Context: an optimization exercise on an open-source flow, tuned for small area, a short achievable clock period and few clock cycles per item. The choices shown serve that exercise and are no tape-out recipe. The RTL was checked by simulation tests, not by an equivalence proof against the original design.

==> flow/design.v <==
`timescale 1ns/1ps
module sphincs_compute_H_msg (
  input  wire         CLK,
  input  wire         RST,         
  input  wire         start,       
  input  wire [127:0] R_in,
  input  wire [127:0] PKseed,
  input  wire [127:0] PKroot,
  input  wire [263:0] msg,         
  output wire [271:0] H_msg,       
  output reg          valid
);
  localparam [255:0] IV = {
    32'h6a09e667, 32'hbb67ae85, 32'h3c6ef372, 32'ha54ff53a,
    32'h510e527f, 32'h9b05688c, 32'h1f83d9ab, 32'h5be0cd19
  };
  localparam [31:0] K0          = 32'h428a2f98;
  localparam [31:0] K0_PLUS_IVH = 32'h428a2f98 + 32'h5be0cd19;
  function [31:0] rotr;
    input [31:0] x;
    input integer n;
    rotr = (x >> n) | (x << (32 - n));
  endfunction
  function [63:0] csa;
    input [31:0] x, y, z;
    reg [31:0] s, c;
    begin
      s = x ^ y ^ z;
      c = (x & y) | (x & z) | (y & z);
      csa = {s, c[30:0], 1'b0};
    end
  endfunction
  function [31:0] knext;
    input [5:0] i;
    case (i)
      6'd00: knext = 32'h71374491;
      6'd01: knext = 32'hb5c0fbcf;
      6'd02: knext = 32'he9b5dba5;
      6'd03: knext = 32'h3956c25b;
      6'd04: knext = 32'h59f111f1;
      6'd05: knext = 32'h923f82a4;
      6'd06: knext = 32'hab1c5ed5;
      6'd07: knext = 32'hd807aa98;
      6'd08: knext = 32'h12835b01;
      6'd09: knext = 32'h243185be;
      6'd10: knext = 32'h550c7dc3;
      6'd11: knext = 32'h72be5d74;
      6'd12: knext = 32'h80deb1fe;
      6'd13: knext = 32'h9bdc06a7;
      6'd14: knext = 32'hc19bf174;
      6'd15: knext = 32'he49b69c1;
      6'd16: knext = 32'hefbe4786;
      6'd17: knext = 32'h0fc19dc6;
      6'd18: knext = 32'h240ca1cc;
      6'd19: knext = 32'h2de92c6f;
      6'd20: knext = 32'h4a7484aa;
      6'd21: knext = 32'h5cb0a9dc;
      6'd22: knext = 32'h76f988da;
      6'd23: knext = 32'h983e5152;
      6'd24: knext = 32'ha831c66d;
      6'd25: knext = 32'hb00327c8;
      6'd26: knext = 32'hbf597fc7;
      6'd27: knext = 32'hc6e00bf3;
      6'd28: knext = 32'hd5a79147;
      6'd29: knext = 32'h06ca6351;
      6'd30: knext = 32'h14292967;
      6'd31: knext = 32'h27b70a85;
      6'd32: knext = 32'h2e1b2138;
      6'd33: knext = 32'h4d2c6dfc;
      6'd34: knext = 32'h53380d13;
      6'd35: knext = 32'h650a7354;
      6'd36: knext = 32'h766a0abb;
      6'd37: knext = 32'h81c2c92e;
      6'd38: knext = 32'h92722c85;
      6'd39: knext = 32'ha2bfe8a1;
      6'd40: knext = 32'ha81a664b;
      6'd41: knext = 32'hc24b8b70;
      6'd42: knext = 32'hc76c51a3;
      6'd43: knext = 32'hd192e819;
      6'd44: knext = 32'hd6990624;
      6'd45: knext = 32'hf40e3585;
      6'd46: knext = 32'h106aa070;
      6'd47: knext = 32'h19a4c116;
      6'd48: knext = 32'h1e376c08;
      6'd49: knext = 32'h2748774c;
      6'd50: knext = 32'h34b0bcb5;
      6'd51: knext = 32'h391c0cb3;
      6'd52: knext = 32'h4ed8aa4a;
      6'd53: knext = 32'h5b9cca4f;
      6'd54: knext = 32'h682e6ff3;
      6'd55: knext = 32'h748f82ee;
      6'd56: knext = 32'h78a5636f;
      6'd57: knext = 32'h84c87814;
      6'd58: knext = 32'h8cc70208;
      6'd59: knext = 32'h90befffa;
      6'd60: knext = 32'ha4506ceb;
      6'd61: knext = 32'hbef9a3f7;
      6'd62: knext = 32'hc67178f2;
      default: knext = 32'h428a2f98;
    endcase
  endfunction
  reg        busy;      
  reg        dr;        
  reg        su;        
  reg [1:0]  dk;
  reg [1:0]  blk;       
  reg [5:0]  rnd;       
  wire rounding = busy & ~dr & ~su;
  wire last     = (rnd == 6'd63);
  wire dlast    = (dk == 2'd3);
  wire d1       = busy & dr & (blk == 2'd0);    
  wire d2       = busy & dr & (blk == 2'd1);    
  wire d3       = busy & dr & (blk == 2'd3);    
  wire su_b0    = ~busy;                        
  wire su_b1    = d1 & dlast;
  wire su_t1    = d2 & dlast;
  wire su_t0    = busy & su;
  wire load_iv  = su_b0 | su_t1 | su_t0;
  always @(posedge CLK or negedge RST) begin
    if (RST == 1'b0) begin
      busy  <= 1'b0;
      dr    <= 1'b0;
      su    <= 1'b0;
      dk    <= 2'd0;
      blk   <= 2'd0;
      rnd   <= 6'd0;
      valid <= 1'b0;
    end else begin
      valid <= d3 & dlast;
      if (!busy) begin
        if (start) begin
          busy <= 1'b1;
          dr   <= 1'b0;
          su   <= 1'b0;
          dk   <= 2'd0;
          blk  <= 2'd0;
          rnd  <= 6'd0;
        end
      end else if (su) begin
        su <= 1'b0;
      end else if (dr) begin
        dk <= dk + 2'd1;
        if (dlast) begin
          dr  <= 1'b0;
          blk <= blk + 2'd1;
          if (blk == 2'd3) busy <= 1'b0;
        end
      end else begin
        rnd <= rnd + 6'd1;
        if (last) begin
          if (blk == 2'd2) begin
            su  <= 1'b1;
            blk <= 2'd3;
          end else begin
            dr <= 1'b1;
          end
        end
      end
    end
  end
  reg [31:0] a, b, c, d, e, f, g, h;
  reg [31:0] P;
  reg [31:0] w0, w1, w2, w3, w4, w5, w6, w7, w8, w9, w10, w11, w12, w13, w14, w15;
  reg [31:0] ha, hb, hc, hd, he, hf, hg, hh;    
  reg [15:0] t1top;                             
  assign H_msg = {a, b, c, d, e, f, g, h, t1top};
  reg [31:0] xa_iv, xe_iv;
  always @* begin
    case (dk)
      2'd0: begin xa_iv = IV[159:128]; xe_iv = IV[31:0];   end
      2'd1: begin xa_iv = IV[191:160]; xe_iv = IV[63:32];  end
      2'd2: begin xa_iv = IV[223:192]; xe_iv = IV[95:64];  end
      default: begin xa_iv = IV[255:224]; xe_iv = IV[127:96]; end
    endcase
    if (su_t0) xa_iv = IV[255:224];
  end
  wire [31:0] opa  = su_t0 ? a : d;
  wire [31:0] xa   = d2 ? hd : xa_iv;
  wire [31:0] xe   = d2 ? hh : xe_iv;
  wire [31:0] suma = opa + xa;
  wire [31:0] sume = h + xe;
  wire [31:0] S1 = rotr(e, 6) ^ rotr(e, 11) ^ rotr(e, 25);
  wire [31:0] S0 = rotr(a, 2) ^ rotr(a, 13) ^ rotr(a, 22);
  wire [31:0] ch = (e & f) ^ (~e & g);
  wire [31:0] mj = (a & b) | (c & (a | b));
  wire [63:0] l1  = csa(P, S1, ch);
  wire [63:0] le  = csa(d, l1[63:32], l1[31:0]);
  wire [63:0] la2 = csa(l1[63:32], l1[31:0], S0);
  wire [63:0] la3 = csa(la2[63:32], la2[31:0], mj);
  wire [31:0] e_new = le[63:32] + le[31:0];
  wire [31:0] a_new = la3[63:32] + la3[31:0];
  wire [511:0] blk0 = {R_in, PKseed, PKroot, msg[263:136]};
  reg [31:0] srcw;
  always @* begin
    srcw = 32'h0;
    case (blk)
      2'd0: srcw = blk0[511 - 32*(rnd[3:0] + 4'd2) -: 32];
      2'd1: case (rnd[3:0] + 4'd2)
              4'd2:  srcw = msg[71:40];
              4'd3:  srcw = msg[39:8];
              4'd4:  srcw = {msg[7:0], 8'h80, 16'h0};
              4'd15: srcw = 32'h00000288;
              default: srcw = 32'h0;
            endcase
      default: case (rnd[3:0] + 4'd2)
              4'd2:  srcw = hc;
              4'd3:  srcw = hd;
              4'd4:  srcw = he;
              4'd5:  srcw = hf;
              4'd6:  srcw = hg;
              4'd7:  srcw = hh;
              4'd8:  srcw = {31'h0, ~blk[0]};
              4'd9:  srcw = 32'h80000000;
              4'd15: srcw = 32'h00000120;
              default: srcw = 32'h0;
            endcase
    endcase
  end
  wire [31:0] s0w = rotr(w1, 7) ^ rotr(w1, 18) ^ (w1 >> 3);
  wire [31:0] s1w = rotr(w14, 17) ^ rotr(w14, 19) ^ (w14 >> 10);
  wire [63:0] lw1 = csa(w0, w9, s0w);
  wire [63:0] lw2 = csa(lw1[63:32], lw1[31:0], s1w);
  wire [31:0] wcomp = lw2[63:32] + lw2[31:0];
  reg [31:0] px, pw, pk, src0, src1;
  always @* begin
    px = g; pw = w15; pk = knext(rnd);
    src0 = w15; src1 = srcw;
    if (su_b0) begin
      px = 32'h0; pw = R_in[127:96]; pk = K0_PLUS_IVH;
      src0 = R_in[127:96]; src1 = R_in[95:64];
    end else if (su_b1) begin
      px = g; pw = msg[135:104]; pk = K0;              
      src0 = msg[135:104]; src1 = msg[103:72];
    end else if (su_t1) begin
      px = d; pw = hd; pk = K0_PLUS_IVH;               
      src0 = suma; src1 = ha;                          
    end else if (su_t0) begin
      px = 32'h0; pw = ha; pk = K0_PLUS_IVH;
      src0 = ha; src1 = hb;
    end
  end
  wire [63:0] lp = csa(px, pw, pk);
  wire [31:0] p_new = lp[63:32] + lp[31:0];
  wire setup = su_b0 | su_b1 | su_t1 | su_t0;
  always @(posedge CLK) begin
    P <= p_new;
    if (load_iv) {a, b, c, d, e, f, g, h} <= IV;
    else {a, b, c, d, e, f, g, h} <= {rounding ? a_new : suma, a, b, c,
                                      rounding ? e_new : sume, e, f, g};
    {w0, w1, w2, w3, w4, w5, w6, w7, w8, w9, w10, w11, w12, w13} <=
      {w1, w2, w3, w4, w5, w6, w7, w8, w9, w10, w11, w12, w13, w14};
    w14 <= src0;
    w15 <= (setup | rnd < 6'd14) ? src1 : wcomp;
    if (d1 | d2) begin
      {ha, hb, hc, hd} <= {suma, ha, hb, hc};
      {he, hf, hg, hh} <= {sume, he, hf, hg};
    end
    if (su_t0) t1top <= suma[31:16];
  end
endmodule
==> flow/run.sh <==
#!/bin/bash
# synth_recipe.tcl (not shown) runs the flow's synth.tcl, then flattens the netlist and writes it again
# the make line also repeats each setting of config.mk as NAME=value (left out here)
make -C /OpenROAD-flow-scripts/flow DESIGN_CONFIG=/design/flow/config.mk WORK_HOME=/design/flow/orfs CLKGATE_MAP_FILE= SYNTH_SCRIPT=/design/flow/synth_recipe.tcl finish
==> flow/config.mk <==
export PLATFORM = sky130hd
export DESIGN_NAME = sphincs_compute_H_msg
export DESIGN_NICKNAME = sphincs_compute_H_msg
export VERILOG_FILES = /design/flow/design.v
export SDC_FILE = /design/flow/constraint.sdc
export NUM_CORES = 4
export LEC_CHECK = 0
export ABC_CLOCK_PERIOD_IN_PS = 4000
export CAP_MARGIN = 20
export CORE_MARGIN = 2
export CORE_UTILIZATION = 40
export SETUP_SLACK_MARGIN = 5
export SLEW_MARGIN = 20
==> flow/constraint.sdc <==
create_clock -name core_clock -period 10.0 [get_ports {CLK}]
set_input_delay 2.0000 -clock core_clock [delete_from_list [all_inputs] [get_ports {CLK}]]
set_output_delay 2.0000 -clock core_clock [all_outputs]
set_load 0.01 [all_outputs]
==> qor.txt, run 1 <==
Result of the run: timing/DRC/antenna clean
Number of clock sinks: 1086
Final net count: 7541
Core region area: 0.1433 mm²
Final Core Density: 0.5244
Worst skew pair latency: 0.80 ns
DP Worst Slack: 3.324 ns
Vias in the first global route: 50810
Hold-fix buffers at CTS: 0
Worst hold-check path type: flip-flop to flip-flop
Site row count: 139
Share of flip-flops with an asynchronous set or reset: 0.01289
CTS tree: built
Post-synth EDFFs: 272
Total Wirelength: 330500 µm
Max-slew headroom: 0.1168
GP Congestion: 1.088
Register-to-Register Path Depth: 19
Initial antenna violation count: 38
Post-Syn Nets: 6712
#FFs+latches synth: 1086
Chip Width: 383.5 µm
I/O pin count: 924
Fmax: 0.1882 GHz
Routed Antenna Nets: 0
Maxcap violations: 0
Nature of the critical path endpoint: flip-flop
RSZ-0062 raised after global routing: yes
TritonCTS buffer count: 115
Worst setup SP type: input port
Fin crit share: 0.5315
Worst EP arrival: 5.92 ns
PortBufs: 923
Starting density of the core: 0.4019
Layout area overhead: 30.46%
Clock root buffer: clkbuf_16
CP max FO: 5
Sequential cell area fraction in the yosys report: 0.4259
Mean Syn Cell Area: 10.24 µm²
Clock Path Buffers: 3
Share of layout cells above drive strength 1: 0.1250
Wirelength per Cell: 39.00 µm
Pins Over Slew Limit: 0
GRT Overall Usage: 0.4377
Most common cell after layout, fill and taps aside: clkdlybuf4s50_1
DP Area: 0.06867 mm²
Setup TNS: 0 ns
Unique masters post-synth: 87
Most frequent cells in the layout: 918 x clkdlybuf4s50_1, 762 x dfxtp_1, 514 x nand2_1
Post-synthesis cell area: 0.05760 mm²
Die height: 383.5 µm
Min Tclk post-route: 5.315 ns
# H-tree levels: 3
Drt via density: 6.201
DR pass1 iterations: 8
Worst Tran Pin Value: 1.311 ns
DPL Wire Length: 259100 µm
Clock edge transition at the registers on the reported setup and hold paths: 0.06 ns
Setup violators final: 0
First DRT Iteration DRCs: 7360
Synth Instances: 5623
Skew final: 0.07236 ns
First-pass GRT wire length: 437700 µm
WHS Path Cells: 0
Setup WS post-layout: 4.685 ns
Grt total ovfl: 0
Main flop type after synthesis: dfxtp_1
Largest net degree at the start of global routing: 170
Post-route cell area: 0.07514 mm²
Fin. Hold Viols: 0
# DRC: 0
Synth Warn #: 1
Worst Path Class, Setup: input port to flip-flop
CP required: 10.60 ns
DR vias: 52550
Die area: 0.1470 mm²
-- layout make-up --
cell class              instances  area (µm²)
fillers                     12980       68160
multi-input cells            3985       32440
flip-flops and latches       1086       24610
repair buffers               1075       10840
clock buffers                 167        3465
well taps                    1903        2381
inverters                     188       748.2
clock inverters                50       598.1
diodes                         20       50.05
repair inverters                1       8.758
-- critical path, cell delays in order --
cell and delay (ns):
clkdlybuf4s50_1 0.41, a21oi_1 0.88, a21oi_1 0.40, fa_1 0.59, ha_1 0.40, and2_1 0.21, a31o_2 0.27, a311o_1 0.36
a31oi_1 0.15, o21bai_1 0.10, xnor2_1 0.13
-- synthesized netlist by cell type, drive strengths merged (104+ instances only) --
cell,n,share of area
nand2,531,0.035
mux4,115,0.045
nand2b,137,0.015
xor2,117,0.018
nand3,104,0.0090
clkbuf,261,0.017
edfxtp,272,0.14
dfxtp,800,0.28
and2,113,0.012
a21oi,413,0.036
buf,107,0.0091
inv,188,0.012
ha,219,0.048
a22oi,113,0.015
fa,219,0.076
xnor2,297,0.046
nor2,288,0.019
o21ai,292,0.025
-- path summary, 6_finish.rpt --
path                                     from                  to  slack, ns
min                            w7[27]$_DFF_P_      w6[27]$_DFF_P_       0.29
min reg2reg                    w7[27]$_DFF_P_      w6[27]$_DFF_P_       0.29
min in group asynchronous                 RST  rnd[0]$_DFFE_PN0P_       1.72
max                                  msg[129]       P[31]$_DFF_P_       4.69
max in group asynchronous                 RST      busy$_DFF_PN0_       7.65
max reg2reg                rnd[1]$_DFFE_PN0P_       P[30]$_DFF_P_       4.69
-- routing by layer --
metal,GRT usage,vias to the layer above,wire [µm]
met5,0,-,103
met4,0.3666,18,34610
met3,0.1167,901,34140
met2,0.6599,3647,141100
met1,0.5216,26160,120600
li1,-,21820,-
-- metrics by stage --
stage / hold WS (ns) / instances
5_1_grt: 0.2955 / 8460
3_5_place_dp: 0.3121 / 8159
3_3_place_gp: 0.3097 / 8159
4_1_cts: 0.2915 / 8444
6_report: 0.2932 / 8475
2_1_floorplan: 0.3096 / 5623
-- cells by family after synthesis --
logic type | share of synthesized area
adder cells (fa/ha/maj) | 0.1291
flip-flops | 0.4259
buffers and inverters | 0.03838
AND/OR/NAND/NOR | 0.1146
multiplexers | 0.06252
AO/OA/AOI/OAI | 0.1659
XOR/XNOR | 0.06354
-- what timing repair did --
item	4_1_cts	5_1_grt
pin swaps	49	23
setup buffers	55	9
gates cloned	13	0
resized for setup	286	88
setup endpoints to repair	178	93
Testbench counts, summed over its fixed seeds: cycles 34,560, hashes 128.
==> run 2, diff against run 1 <==
==> flow/flow/run.sh (new file) <==
#!/bin/bash
# The standard layout (the standard.sh, standard synthesis unchanged), with
# every input and output port buffered by a buf_1 instead of the default
# clkdlybuf4s50_1 that buffer_ports picks.
set -euo pipefail
export BUFFER_PORTS_ARGS="-buffer_cell sky130_fd_sc_hd__buf_1"
bash standard.sh > standard_make.log 2>&1
==> flow/standard.sh (new file) <==
#!/bin/bash
# synth_recipe.tcl (not shown) runs the flow's synth.tcl, then flattens the netlist and writes it again
# the make line also repeats each setting of config.mk as NAME=value (left out here)
make -C /OpenROAD-flow-scripts/flow DESIGN_CONFIG=/design/flow/config.mk WORK_HOME=/design/flow/orfs CLKGATE_MAP_FILE= SYNTH_SCRIPT=/design/flow/synth_recipe.tcl "${@:-finish}"
removed: flow/run.sh
==> qor.txt, run 2 <==
Final net count: 7573 (was 7541)
First DRT Iteration DRCs: 7267 (was 7360)
Post-Syn Nets: 6712 (unchanged)
Top post-synthesis cells by count: 800 x dfxtp_1, 531 x nand2_1, 413 x a21oi_1 (unchanged)
Die height: 383.5 µm (unchanged)
Synth Area in Adders: 0.1291 (unchanged)
Worst setup SP type: flip-flop (was input port)
Setup violators final: 0 (unchanged)
Die area: 0.1470 mm² (unchanged)
HP Start: w2[31]$_DFF_P_ (was w7[27]$_DFF_P_)
Share of flip-flops with an asynchronous set or reset: 0.01289 (unchanged)
DP Worst Slack: 3.232 ns (was 3.324 ns)
# H-tree levels: 3 (unchanged)
Drt via density: 6.183 (was 6.201)
Initial antenna violation count: 68 (was 38)
Clock edge transition at the registers on the reported setup and hold paths: 0.06 ns (about the same)
Max-slew headroom: 0.1527 (was 0.1168)
Mean Syn Cell Area: 10.24 µm² (unchanged)
Synth Instances: 5623 (unchanged)
I/O pin count: 924 (unchanged)
Main flop type after synthesis: dfxtp_1 (unchanged)
Post-synthesis xor/xnor area fraction: 0.06354 (unchanged)
Result of the run: timing/DRC/antenna clean (unchanged)
Nature of the critical path endpoint: flip-flop (unchanged)
CP required: 10.65 ns (was 10.60 ns)
Share of layout cells above drive strength 1: 0.1280 (was 0.1250)
GP Congestion: 1.073 (was 1.088)
Worst Tran Pin Value: 1.271 ns (was 1.311 ns)
Skew final: 0.05419 ns (was 0.07236 ns)
Setup WS post-layout: 4.844 ns (was 4.685 ns)
TritonCTS buffer count: 113 (was 115)
First-pass GRT wire length: 426200 µm (was 437700 µm)
Most frequent cell after synthesis: dfxtp_1 (unchanged)
Multiplexer share of the synthesized area: 0.06252 (unchanged)
Maxcap violations: 0 (unchanged)
Post-synthesis simple-gate area fraction: 0.1146 (unchanged)
Fin. Hold Viols: 0 (unchanged)
Unique masters post-synth: 87 (unchanged)
DPL Wire Length: 253800 µm (was 259100 µm)
Starting density of the core: 0.4019 (unchanged)
Worst EP arrival: 5.80 ns (was 5.92 ns)
Fin crit share: 0.5156 (was 0.5315)
Area leader, netlist: dfxtp_1 (unchanged)
RSZ-0062 raised after global routing: yes (unchanged)
#FFs+latches synth: 1086 (unchanged)
Grt met2 use: 0.6448 (was 0.6599)
R2r endpoint: P[30]$_DFF_P_ (unchanged)
Met3 Use GR: 0.09822 (was 0.1167)
# DRC: 0 (unchanged)
Compound-Gate Fraction of Synth Area: 0.1659 (unchanged)
CTS tree: built (unchanged)
WHS Path Cells: 0 (unchanged)
Min-Delay Endpoint: w1[31]$_DFF_P_ (was w6[27]$_DFF_P_)
Setup TNS: 0 ns (unchanged)
Vias in the first global route: 49720 (was 50810)
Most frequent cells in the layout: 922 x buf_1, 771 x dfxtp_1, 508 x nand2_1 (was 918 x clkdlybuf4s50_1, 762 x dfxtp_1, 514 x nand2_1)
Site row count: 139 (unchanged)
Top Usage Layer GRT: met2 (unchanged)
Pins Over Slew Limit: 0 (unchanged)
Post-synth top area share: 0.2781 (unchanged)
Worst Path Class, Setup: flip-flop to flip-flop (was input port to flip-flop)
Synth top area cells: dfxtp_1 28%, edfxtp_1 14%, fa_1 7.6% (unchanged)
Total Wirelength: 323100 µm (was 330500 µm)
Chip Width: 383.5 µm (unchanged)
DR vias: 52640 (was 52550)
M1 GR Usage: 0.5216 (about the same)
Non-Filler Instances: 8513 (was 8475)
Worst skew pair latency: 0.79 ns (was 0.80 ns)
Reg2reg setup slack: 4.84 ns (was 4.69 ns)
GRT Overall Usage: 0.4264 (was 0.4377)
Sequential cell area fraction in the yosys report: 0.4259 (unchanged)
DP Cell Count: 8170 (was 8159)
Post-synthesis cell area: 0.05760 mm² (unchanged)
Most common cell after layout, fill and taps aside: buf_1 (was clkdlybuf4s50_1)
Largest net degree at the start of global routing: 177 (was 170)
Number of clock sinks: 1086 (unchanged)
Hold Slack: 0.3045 ns (was 0.2932 ns)
CP max FO: 36 (was 5)
Min Tclk post-route: 5.156 ns (was 5.315 ns)
Worst r2r src: rnd[5]$_DFFE_PN0P_ (was rnd[1]$_DFFE_PN0P_)
Clock root buffer: clkbuf_16 (unchanged)
Fmax: 0.1940 GHz (was 0.1882 GHz)
Clock Path Buffers: 3 (unchanged)
Worst hold-check path type: flip-flop to flip-flop (unchanged)
Largest family of logic cells by synthesized area: compound AO/OA/AOI/OAI gates (unchanged)
Core region area: 0.1433 mm² (unchanged)
Synth Warn #: 1 (unchanged)
DR pass1 iterations: 10 (was 8)
Post-synth EDFFs: 272 (unchanged)
Wirelength per Cell: 37.96 µm (was 39.00 µm)
Register-to-Register Path Depth: 15 (was 19)
Routed Antenna Nets: 0 (unchanged)
Grt total ovfl: 0 (unchanged)
Layout area overhead: 20.62% (was 30.46%)
PortBufs: 923 (unchanged)
Final Core Density: 0.4848 (was 0.5244)
[run 2: metal layers]
metal / vias up / wire length, µm
met4: 26 / 31830
met5: - / 178
li1: 21880 / -
met1: 25920 / 117900
met2: 3875 / 139800
met3: 937 / 33410
[run 2: cell type report]
cell class	count	area, µm²
tap	1903	2381
clock inverter	56	648.1
sequential	1086	24610
multi-input combinational	3985	32350
clock buffer	155	3232
timing repair inverter	1	8.758
antenna	30	75.07
inverter	188	745.7
timing repair buffer	1109	5416
fill	13600	73840
[run 2: worst max path at each step]
stage	start	end	slack [ns]	cells past startpoint
4_1_cts	busy$_DFF_PN0_	P[30]$_DFF_P_	4.92	17
3_5_place_dp	busy$_DFF_PN0_	P[30]$_DFF_P_	3.23	18
3_3_place_gp	busy$_DFF_PN0_	P[30]$_DFF_P_	3.22	18
6_report	rnd[5]$_DFFE_PN0P_	P[30]$_DFF_P_	4.84	15
5_1_grt	rnd[1]$_DFFE_PN0P_	P[30]$_DFF_P_	4.78	19
2_1_floorplan	rnd[0]$_DFFE_PN0P_	P[30]$_DFF_P_	4.06	29
[run 2: worst max-delay path, stage by stage (launching register included)]
cell      delay, ns
dfrtp_2        0.39
buf_4          0.29
nor2_1         0.93
o211ai_1       0.38
nand4_1        0.39
fa_1           0.46
ha_1           0.39
nor2_1         0.08
a21oi_2        0.20
a311o_1        0.28
nand4b_1       0.26
o31ai_4        0.30
a41o_1         0.26
o31a_1         0.17
mux2i_1        0.19
nand2_1        0.08
[run 2: cell families (layout without fill, tap and decap cells)]
| logic type | Yosys count | in the layout |
|---|---|---|
| buf+inv | 556 | 1509 |
| fa+ha+maj | 469 | 469 |
| compound gates | 1477 | 1477 |
| other cells | 0 | 30 |
| xor+xnor | 414 | 414 |
| flops | 1086 | 1086 |
| simple gates | 1409 | 1413 |
| mux | 212 | 212 |
[run 2: per-stage QoR]
stage / area [µm²]
6_report: 69470
5_1_grt: 69440
4_1_cts: 68580
3_5_place_dp: 62980
3_3_place_gp: 62980
2_1_floorplan: 57890
[run 2: what timing repair did]
action / in CTS / in global routing
setup endpoints to repair: 192 / 84
hold buffers: 0 / 0
setup buffers: 63 / 26
resized for setup: 246 / 140
cloned: 9 / 1
pin swaps: 33 / 36
endpoints found under the hold margin: 0 / 0
==> run 3, diff against run 2 <==
--- a/flow/design.v
+++ b/flow/design.v
@@ -28,6 +28,24 @@
       s = x ^ y ^ z;
       c = (x & y) | (x & z) | (y & z);
       csa = {s, c[30:0], 1'b0};
+    end
+  endfunction
+  function [31:0] add32;
+    input [31:0] x, y;
+    reg [31:0] gg, pp, p0;
+    integer l, i, j;
+    begin
+      gg = x & y;
+      p0 = x ^ y;
+      pp = p0;
+      for (l = 0; l < 5; l = l + 1)
+        for (i = 0; i < 32; i = i + 1)
+          if ((i >> l) & 1) begin
+            j = ((i >> l) << l) - 1;
+            gg[i] = gg[i] | (pp[i] & gg[j]);
+            pp[i] = pp[i] & pp[j];
+          end
+      add32 = p0 ^ {gg[30:0], 1'b0};
     end
   endfunction
   function [31:0] knext;
@@ -160,6 +178,7 @@
   end
   reg [31:0] a, b, c, d, e, f, g, h;
   reg [31:0] P;
+  reg [31:0] Kr;        
   reg [31:0] w0, w1, w2, w3, w4, w5, w6, w7, w8, w9, w10, w11, w12, w13, w14, w15;
   reg [31:0] ha, hb, hc, hd, he, hf, hg, hh;    
   reg [15:0] t1top;                             
@@ -187,8 +206,8 @@
   wire [63:0] le  = csa(d, l1[63:32], l1[31:0]);
   wire [63:0] la2 = csa(l1[63:32], l1[31:0], S0);
   wire [63:0] la3 = csa(la2[63:32], la2[31:0], mj);
-  wire [31:0] e_new = le[63:32] + le[31:0];
-  wire [31:0] a_new = la3[63:32] + la3[31:0];
+  wire [31:0] e_new = add32(le[63:32], le[31:0]);
+  wire [31:0] a_new = add32(la3[63:32], la3[31:0]);
   wire [511:0] blk0 = {R_in, PKseed, PKroot, msg[263:136]};
   reg [31:0] srcw;
   always @* begin
@@ -223,7 +242,7 @@
   wire [31:0] wcomp = lw2[63:32] + lw2[31:0];
   reg [31:0] px, pw, pk, src0, src1;
   always @* begin
-    px = g; pw = w15; pk = knext(rnd);
+    px = g; pw = w15; pk = Kr;
     src0 = w15; src1 = srcw;
     if (su_b0) begin
       px = 32'h0; pw = R_in[127:96]; pk = K0_PLUS_IVH;
@@ -240,10 +259,11 @@
     end
   end
   wire [63:0] lp = csa(px, pw, pk);
-  wire [31:0] p_new = lp[63:32] + lp[31:0];
+  wire [31:0] p_new = add32(lp[63:32], lp[31:0]);
   wire setup = su_b0 | su_b1 | su_t1 | su_t0;
   always @(posedge CLK) begin
     P <= p_new;
+    Kr <= rounding ? knext(rnd + 6'd1) : 32'h71374491;
     if (load_iv) {a, b, c, d, e, f, g, h} <= IV;
     else {a, b, c, d, e, f, g, h} <= {rounding ? a_new : suma, a, b, c,
                                       rounding ? e_new : sume, e, f, g};
==> qor.txt, run 3 <==
Result of the run: timing/DRC/antenna clean (unchanged)
CP required: 10.64 ns (was 10.65 ns)
Most frequent cell after synthesis: dfxtp_1 (unchanged)
Post-synth top area share: 0.2869 (was 0.2781)
Unique masters post-synth: 95 (was 87)
Fin. Hold Viols: 0 (unchanged)
I/O pin count: 924 (unchanged)
Fin crit share: 0.5019 (was 0.5156)
Grt total ovfl: 0 (unchanged)
Worst Tran Pin Value: 1.258 ns (was 1.271 ns)
CTS tree: built (unchanged)
Skew final: 0.06072 ns (was 0.05419 ns)
WL met1: 131700 µm (was 117900 µm)
# H-tree levels: 3 (unchanged)
# DRC: 0 (unchanged)
PortBufs: 923 (unchanged)
Area leader, netlist: dfxtp_1 (unchanged)
Most common cell after layout, fill and taps aside: buf_1 (unchanged)
Routed Antenna Nets: 0 (unchanged)
Chip Width: 385.0 µm (was 383.5 µm)
DR pass1 iterations: 7 (was 10)
Max-slew headroom: 0.1552 (was 0.1527)
Drt via density: 6.265 (was 6.183)
CP bufs+invs: 1 (unchanged)
R2r endpoint: a[31]$_SDFF_PP0_ (was P[30]$_DFF_P_)
GRT Overall Usage: 0.4314 (was 0.4264)
DP Area: 0.06356 mm² (was 0.06298 mm²)
Sequential cell area fraction in the yosys report: 0.4336 (was 0.4259)
Worst path cell trace: xor2_1, xnor2_1, fa_2, nor2_1, o21ai_0, fa_1, inv_1, ha_1, a21o_1, a221o_1, o31ai_4, o2111ai_2, o21ai_2, o21ai_2, o41ai_2, xnor2_1, nand2_1, o211a_1 (was buf_4, nor2_1, o211ai_1, nand4_1, fa_1, ha_1, nor2_1, a21oi_2, a311o_1, nand4b_1, o31ai_4, a41o_1, o31a_1, mux2i_1, nand2_1)
DPL Wire Length: 263000 µm (was 253800 µm)
Slowest stage cell, crit path: fa_2 (was nor2_1)
#FFs+latches synth: 1118 (was 1086)
Maxcap violations: 0 (unchanged)
Pins Over Slew Limit: 0 (unchanged)
Worst Path Class, Setup: flip-flop to flip-flop (unchanged)
RSZ-0062 raised after global routing: yes (unchanged)
Hold-fix buffers at CTS: 0 (unchanged)
Synth top area cells: dfxtp_1 29%, edfxtp_1 14%, fa_1 7.7% (was dfxtp_1 28%, edfxtp_1 14%, fa_1 7.6%)
Worst setup SP type: flip-flop (unchanged)
Max Used Layer: met5 (unchanged)
First-pass GRT wire length: 431900 µm (was 426200 µm)
Top post-synthesis cells by count: 832 x dfxtp_1, 490 x nand2_1, 358 x a21oi_1 (was 800 x dfxtp_1, 531 x nand2_1, 413 x a21oi_1)
Setup WS post-layout: 4.981 ns (was 4.844 ns)
Min-Delay Endpoint: w12[10]$_DFF_P_ (was w1[31]$_DFF_P_)
Die height: 385.0 µm (was 383.5 µm)
Worst r2r src: e[20]$_SDFF_PP0_ (was rnd[5]$_DFFE_PN0P_)
Nature of the critical path endpoint: flip-flop (unchanged)
First DRT Iteration DRCs: 7987 (was 7267)
Post-route cell area: 0.06940 mm² (was 0.06947 mm²)
Min Tclk post-route: 5.019 ns (was 5.156 ns)
Register-to-Register Path Depth: 18 (was 15)
Met3 wire length: 40650 µm (was 33410 µm)
CP delay by family, top: compound AO/OA/AOI/OAI gates (was simple AND/OR/NAND/NOR gates)
Vias in the first global route: 49130 (was 49720)
CP max FO: 6 (was 36)
Critical Path Max Stage Delay: 0.57 ns (was 0.93 ns)
Initial antenna violation count: 98 (was 68)
Share of flip-flops with an asynchronous set or reset: 0.01252 (was 0.01289)
Site row count: 139 (unchanged)
Most frequent cells in the layout: 921 x buf_1, 792 x dfxtp_1, 484 x nand2_1 (was 922 x buf_1, 771 x dfxtp_1, 508 x nand2_1)
Setup TNS: 0 ns (unchanged)
Die area: 0.1482 mm² (was 0.1470 mm²)
Worst hold-check path type: flip-flop to flip-flop (unchanged)
Worst skew pair latency: 0.79 ns (about the same)
Largest net degree at the start of global routing: 150 (was 177)
Clock Path Buffers: 3 (unchanged)
Layout area overhead: 19.54% (was 20.62%)
HP Start: w13[10]$_DFF_P_ (was w2[31]$_DFF_P_)
Reg2reg setup slack: 4.98 ns (was 4.84 ns)
Starting density of the core: 0.4036 (was 0.4019)
DP Worst Slack: 3.745 ns (was 3.232 ns)
Synth Warn #: 1 (unchanged)
TritonCTS buffer count: 110 (was 113)
Total Wirelength: 332000 µm (was 323100 µm)
Number of clock sinks: 1118 (was 1086)
Synth Instances: 5589 (was 5623)
GP Congestion: 1.093 (was 1.073)
Clock edge transition at the registers on the reported setup and hold paths: 0.07 ns (was 0.06 ns)
Wirelength per Cell: 39.27 µm (was 37.96 µm)
Core region area: 0.1438 mm² (was 0.1433 mm²)
Fillers: 13390 (was 13600)
Post-Syn Nets: 6685 (was 6712)
Main flop type after synthesis: dfxtp_1 (unchanged)
Mean Syn Cell Area: 10.39 µm² (was 10.24 µm²)
Post-synthesis cell area: 0.05806 mm² (was 0.05760 mm²)
WHS Path Cells: 0 (unchanged)
Post-synth EDFFs: 272 (unchanged)
Setup violators final: 0 (unchanged)
Met2 wire len: 139500 µm (was 139800 µm)
Worst EP arrival: 5.66 ns (was 5.80 ns)
DR vias: 52980 (was 52640)
Final net count: 7520 (was 7573)
Share of layout cells above drive strength 1: 0.1131 (was 0.1280)
Fmax: 0.1992 GHz (was 0.1940 GHz)
Clock root buffer: clkbuf_16 (unchanged)
run 3: changes by cell type after synthesis, moves of 16 or more:
cell / before / now
xnor2_1: 295 / 331
o211ai_1: 52 / 88
mux2_2: 32 / 10
clkbuf_1: 261 / 294
and3_1: 40 / 118
inv_1: 188 / 226
nand2_1: 531 / 490
nor2_1: 287 / 271
a21oi_1: 413 / 358
o21ai_0: 285 / 264
and2_1: 112 / 23
dfxtp_1: 800 / 832
o21ai_1: 7 / 56
a31oi_1: 90 / 54
run 3: what timing repair did:
item,4_1_cts,5_1_grt
buffers inserted,20,30
cloned,7,7
endpoints found under the setup margin,151,65
resized for setup,124,127
pin swaps,13,33
run 3: worst max-delay path by stage:
stage	cells after the start	end	start
3_5_place_dp	18	P[30]$_DFF_P_	blk[0]$_DFFE_PN0P_
6_report	18	a[31]$_SDFF_PP0_	e[20]$_SDFF_PP0_
5_1_grt	19	a[31]$_SDFF_PP0_	e[22]$_SDFF_PP0_
2_1_floorplan	4	ha[0]$_DFFE_PP_	blk[0]$_DFFE_PN0P_
4_1_cts	20	P[30]$_DFF_P_	busy$_DFF_PN0_
3_3_place_gp	18	t1top[12]$_DFFE_PP_	blk[1]$_DFFE_PN0P_
run 3: final cells by class:
| class | count | area (µm²) | area share |
|---|---|---|---|
| Clock inverter | 64 | 853.3 | 0.01230 |
| Multi-Input combinational cell | 3869 | 31700 | 0.4568 |
| Sequential cell | 1118 | 25270 | 0.3642 |
| Antenna cell | 35 | 87.58 | 0.001262 |
| Timing Repair Buffer | 1095 | 5086 | 0.07329 |
| Clock buffer | 142 | 3148 | 0.04536 |
| Inverter | 230 | 868.3 | 0.01251 |
| Tap cell | 1903 | 2381 | 0.03431 |
run 3: cell families (layout without fill, tap and decap cells):
group / Yosys count / after routing / share of synthesized area
compound gates: 1434 / 1434 / 0.1616
simple gates: 1309 / 1318 / 0.1055
flops: 1118 / 1118 / 0.4336
buf+inv: 611 / 1531 / 0.04119
fa+ha+maj: 473 / 473 / 0.1294
xor+xnor: 438 / 438 / 0.06660
mux: 206 / 206 / 0.06203
other cells: 0 / 35 / 0
run 3: worst register-to-register path, stage by stage (launching register included):
cell and delay, ns:
dfxtp_4 0.42, xor2_1 0.20, xnor2_1 0.32, fa_2 0.57, nor2_1 0.10, o21ai_0 0.12
fa_1 0.56, inv_1 0.05, ha_1 0.36, a21o_1 0.24, a221o_1 0.40, o31ai_4 0.28
o2111ai_2 0.17, o21ai_2 0.29, o21ai_2 0.12, o41ai_2 0.33, xnor2_1 0.15, nand2_1 0.07
o211a_1 0.16
run 3: through the flow:
stage	cells	util	hold WS [ns]
final	8456	0.4825	0.3020
after global routing	8436	0.4822	0.3069
after CTS	8382	0.4750	0.2914
after detailed placement	8149	0.4419	0.3121
after global placement	8147	0.4416	0.3097
after floorplan	5589	-	0.3096
run 3: per-layer routing:
| metal | global-route usage | up-vias |
|---|---|---|
| met5 | 0 | - |
| met4 | 0.2117 | 50 |
| met3 | 0.1304 | 896 |
| met2 | 0.6275 | 4047 |
| met1 | 0.5813 | 26310 |
| li1 | - | 21680 |
Testbench counts of run 3, summed over its fixed seeds: cycles 34,560, hashes 128.
==> run 4, diff against run 3 <==
==> flow/flow/run.sh (replaced) <==
#!/bin/bash
# The standard layout (the standard.sh, standard synthesis unchanged), with
# every input and output port buffered by a buf_1 instead of the default
# clkdlybuf4s50_1 that buffer_ports picks, and timing repair aiming at a
# setup slack of 6 ns (the clock period stays the design's).
set -euo pipefail
export BUFFER_PORTS_ARGS="-buffer_cell sky130_fd_sc_hd__buf_1"
export SETUP_SLACK_MARGIN=6
bash standard.sh > standard_make.log 2>&1
--- a/flow/config.mk
+++ b/flow/config.mk
@@ -9,5 +9,4 @@
 export CAP_MARGIN = 20
 export CORE_MARGIN = 2
 export CORE_UTILIZATION = 40
-export SETUP_SLACK_MARGIN = 5
 export SLEW_MARGIN = 20
==> qor.txt, run 4 <==
Final net count: 7803 (was 7520)
First DRT Iteration DRCs: 8057 (was 7987)
Area leader, netlist: dfxtp_1 (unchanged)
Worst hold-check path type: flip-flop to flip-flop (unchanged)
Nature of the critical path endpoint: flip-flop (unchanged)
DR pass1 iterations: 7 (unchanged)
Register-to-Register Path Depth: 16 (was 18)
Clock root buffer: clkbuf_16 (unchanged)
Min Tclk post-route: 4.990 ns (was 5.019 ns)
Number of clock sinks: 1118 (unchanged)
Hold Slack: 0.3039 ns (was 0.3020 ns)
Result of the run: timing/DRC/antenna clean (unchanged)
Worst Tran Pin Value: 1.289 ns (was 1.258 ns)
Setup TNS: 0 ns (unchanged)
Layout area overhead: 31.68% (was 19.54%)
Post-synthesis cell area: 0.05806 mm² (unchanged)
Unique masters post-synth: 95 (unchanged)
DPL Wire Length: 258600 µm (was 263000 µm)
Routed Antenna Nets: 0 (unchanged)
Clock edge transition at the registers on the reported setup and hold paths: 0.07 ns (about the same)
Fin crit share: 0.4990 (was 0.5019)
Worst skew pair latency: 0.77 ns (was 0.79 ns)
Post-synth top area share: 0.2869 (unchanged)
Die area: 0.1482 mm² (unchanged)
Worst Path Class, Setup: flip-flop to flip-flop (unchanged)
Die height: 385.0 µm (unchanged)
Post-synth EDFFs: 272 (unchanged)
Total Wirelength: 340500 µm (was 332000 µm)
DR vias: 55130 (was 52980)
Synth Instances: 5589 (unchanged)
First-pass GRT wire length: 444200 µm (was 431900 µm)
Site row count: 139 (unchanged)
R2r endpoint: a[31]$_SDFF_PP0_ (unchanged)
Starting density of the core: 0.4036 (unchanged)
Worst setup SP type: flip-flop (unchanged)
Main flop type after synthesis: dfxtp_1 (unchanged)
Max-slew headroom: 0.1344 (was 0.1552)
Synth top area cells: dfxtp_1 29%, edfxtp_1 14%, fa_1 7.7% (unchanged)
Share of layout cells above drive strength 1: 0.2232 (was 0.1131)
CP required: 10.65 ns (was 10.64 ns)
Vias in the first global route: 50860 (was 49130)
Hold-fix buffers at CTS: 0 (unchanged)
Mean Syn Cell Area: 10.39 µm² (unchanged)
Most frequent cell after synthesis: dfxtp_1 (unchanged)
I/O pin count: 924 (unchanged)
Fmax: 0.2004 GHz (was 0.1992 GHz)
Drt via density: 6.310 (was 6.265)
Core region area: 0.1438 mm² (unchanged)
Critical Path Max Stage Delay: 0.53 ns (was 0.57 ns)
Top post-synthesis cells by count: 832 x dfxtp_1, 490 x nand2_1, 358 x a21oi_1 (unchanged)
Pins Over Slew Limit: 0 (unchanged)
DP Area: 0.06372 mm² (was 0.06356 mm²)
Worst path cell trace: xor2_1, xnor2_1, fa_1, inv_1, fa_1, fa_1, ha_1, a21o_1, a21oi_1, o2111ai_2, o21ai_4, o21ai_4, o41ai_4, xnor2_1, nand2_1, o211a_1 (was xor2_1, xnor2_1, fa_2, nor2_1, o21ai_0, fa_1, inv_1, ha_1, a21o_1, a221o_1, o31ai_4, o2111ai_2, o21ai_2, o21ai_2, o41ai_2, xnor2_1, nand2_1, o211a_1)
Post-route cell area: 0.07645 mm² (was 0.06940 mm²)
#FFs+latches synth: 1118 (unchanged)
Crit path top cell by count: fa_1
Setup violators final: 0 (unchanged)
TritonCTS buffer count: 110 (unchanged)
GP Congestion: 1.054 (was 1.093)
Most frequent cells in the layout: 914 x buf_1, 772 x dfxtp_1, 463 x nand2_1 (was 921 x buf_1, 792 x dfxtp_1, 484 x nand2_1)
Wirelength per Cell: 38.97 µm (was 39.27 µm)
Largest net degree at the start of global routing: 151 (was 150)
CP max FO: 6 (unchanged)
Reg2reg setup slack: 5.01 ns (was 4.98 ns)
Grt total ovfl: 0 (unchanged)
GRT Overall Usage: 0.4423 (was 0.4314)
CTS tree: built (unchanged)
Clock Path Buffers: 3 (unchanged)
Most common cell after layout, fill and taps aside: buf_1 (unchanged)
Synth Warn #: 1 (unchanged)
Worst EP arrival: 5.64 ns (was 5.66 ns)
RSZ-0062 raised after global routing: yes (unchanged)
Maxcap violations: 0 (unchanged)
# DRC: 0 (unchanged)
Min-Delay Endpoint: w3[17]$_DFF_P_ (was w12[10]$_DFF_P_)
Chip Width: 385.0 µm (unchanged)
WHS Path Cells: 0 (unchanged)
Fin. Hold Viols: 0 (unchanged)
Share of flip-flops with an asynchronous set or reset: 0.01252 (unchanged)
PortBufs: 923 (unchanged)
Slowest stage cell, crit path: dfxtp_2 (was fa_2)
Post-Syn Nets: 6685 (unchanged)
Skew final: 0.05042 ns (was 0.06072 ns)
Initial antenna violation count: 84 (was 98)
CP startpoint: e[0]$_SDFF_PP1_ (was e[20]$_SDFF_PP0_)
Worst r2r src: e[0]$_SDFF_PP1_ (was e[20]$_SDFF_PP0_)
Sequential cell area fraction in the yosys report: 0.4336 (unchanged)
HP Start: w4[17]$_DFF_P_ (was w13[10]$_DFF_P_)
# H-tree levels: 3 (unchanged)
-- run 4: cell count changes in the layout (fill, tap and decap cells not counted), moves of 50 or more --
cell | previous run | this run
buf_4 | 138 | 281
buf_6 | 11 | 96
a21oi_1 | 346 | 275
ha_1 | 209 | 142
ha_4 | 7 | 63
xnor2_1 | 308 | 253
a21oi_2 | 11 | 65
o21ai_0 | 260 | 210
-- run 4: cells by family after synthesis --
| logic type | after synthesis | synth area share |
|---|---|---|
| AO/OA/AOI/OAI | 1434 | 0.1616 |
| buffers and inverters | 611 | 0.04119 |
| adder cells (fa/ha/maj) | 473 | 0.1294 |
| flip-flops | 1118 | 0.4336 |
| XOR/XNOR | 438 | 0.06660 |
| multiplexers | 206 | 0.06203 |
| AND/OR/NAND/NOR | 1309 | 0.1055 |
-- run 4: routing by layer --
layer | part of all wire | wire (µm) | global-route usage
met5 | 0.00059 | 201 | 0
met4 | 0.070 | 23870 | 0.2446
met3 | 0.12 | 42090 | 0.1278
met2 | 0.41 | 140000 | 0.6288
met1 | 0.39 | 134400 | 0.6017
-- run 4: how the worst max path moves through the flow --
| stage | to | depth (start not counted) | slack, ns |
|---|---|---|---|
| 2_1_floorplan | ha[0]$_DFFE_PP_ | 5 | 5.00 |
| 3_3_place_gp | P[17]$_DFF_P_ | 18 | 3.91 |
| 3_5_place_dp | P[17]$_DFF_P_ | 18 | 3.87 |
| 4_1_cts | e[31]$_SDFF_PP0_ | 16 | 5.13 |
| 5_1_grt | a[31]$_SDFF_PP0_ | 16 | 4.94 |
| 6_report | a[31]$_SDFF_PP0_ | 16 | 5.01 |
-- run 4: area by class of cell --
| cell class | count | area (µm²) |
|---|---|---|
| diodes | 34 | 85.08 |
| clock buffers | 136 | 2990 |
| clock inverters | 69 | 924.6 |
| fillers | 12970 | 67380 |
| inverters | 230 | 915.9 |
| multi-input cells | 3869 | 35380 |
| flip-flops and latches | 1118 | 25350 |
| well taps | 1903 | 2381 |
| repair buffers | 1378 | 8418 |
-- run 4: metrics by stage --
stage / util / worst slack (ns) / instances
CTS: 0.5108 / 5.125 / 8567
floorplan: - / 5.005 / 5589
global placement: 0.4429 / 3.910 / 8124
global route: 0.5310 / 4.941 / 8707
detailed placement: 0.4430 / 3.866 / 8124
finish: 0.5315 / 5.010 / 8737
-- run 4: worst max-delay path: cells and delay by family, from the launching register on --
family | cells | cell delay, ns
buffers and inverters | 1 | 0.17
xor gates and xnor gates | 3 | 0.80
AOI/OAI and AO/OA | 7 | 1.48
and+or+nand+nor | 1 | 0.11
DFF | 1 | 0.53
adders and majority gates | 4 | 1.79
-- run 4: what timing repair did --
item                       4_1_cts  5_1_grt
setup endpoints to repair      249      179
pin swaps                      252      261
setup buffers                  213      132
gates resized for setup        705      347
gates cloned                    25        4

==> static timing again, ports no longer ideal <==
No port has a modelled driver above. Below, the same layouts with a new extraction and two added sets of constraints. Step 1, drivers: a clkbuf_16 drives CLK and a buf_2 each remaining input, both assumed. Step 2 also shifts input and output timing later by t, the mid clock arrival at the registers, as if the neighbouring blocks saw the same clock. Slacks: ideal ports / drivers / drivers and shift; pairs: ideal ports / drivers.
| run | shift t [ns] | setup slack, ns | worst hold slack (ns) | worst setup path at the end | slew at the worst register clock pin (ns) |
|---|---|---|---|---|---|
| run 1 | 0.844 | 4.685 / 4.689 / 3.864 | 0.293 / 0.293 / 0.293 | input to register | 0.07 / 0.07 |
| run 2 | 0.847 | 4.844 / 4.844 / 4.088 | 0.304 / 0.304 / 0.304 | input to register | 0.07 / 0.07 |
| run 3 | 0.841 | 4.981 / 4.981 / 4.238 | 0.302 / 0.302 / 0.302 | input to register | 0.08 / 0.08 |
| run 4 | 0.835 | 5.010 / 5.010 / 4.324 | 0.304 / 0.304 / 0.304 | input to register | 0.08 / 0.08 |
After both steps every run listed still meets setup and hold. For run 1, which loses most, drivers alone change the setup slack by +0.004 ns; drivers and shift together by -0.821 ns.
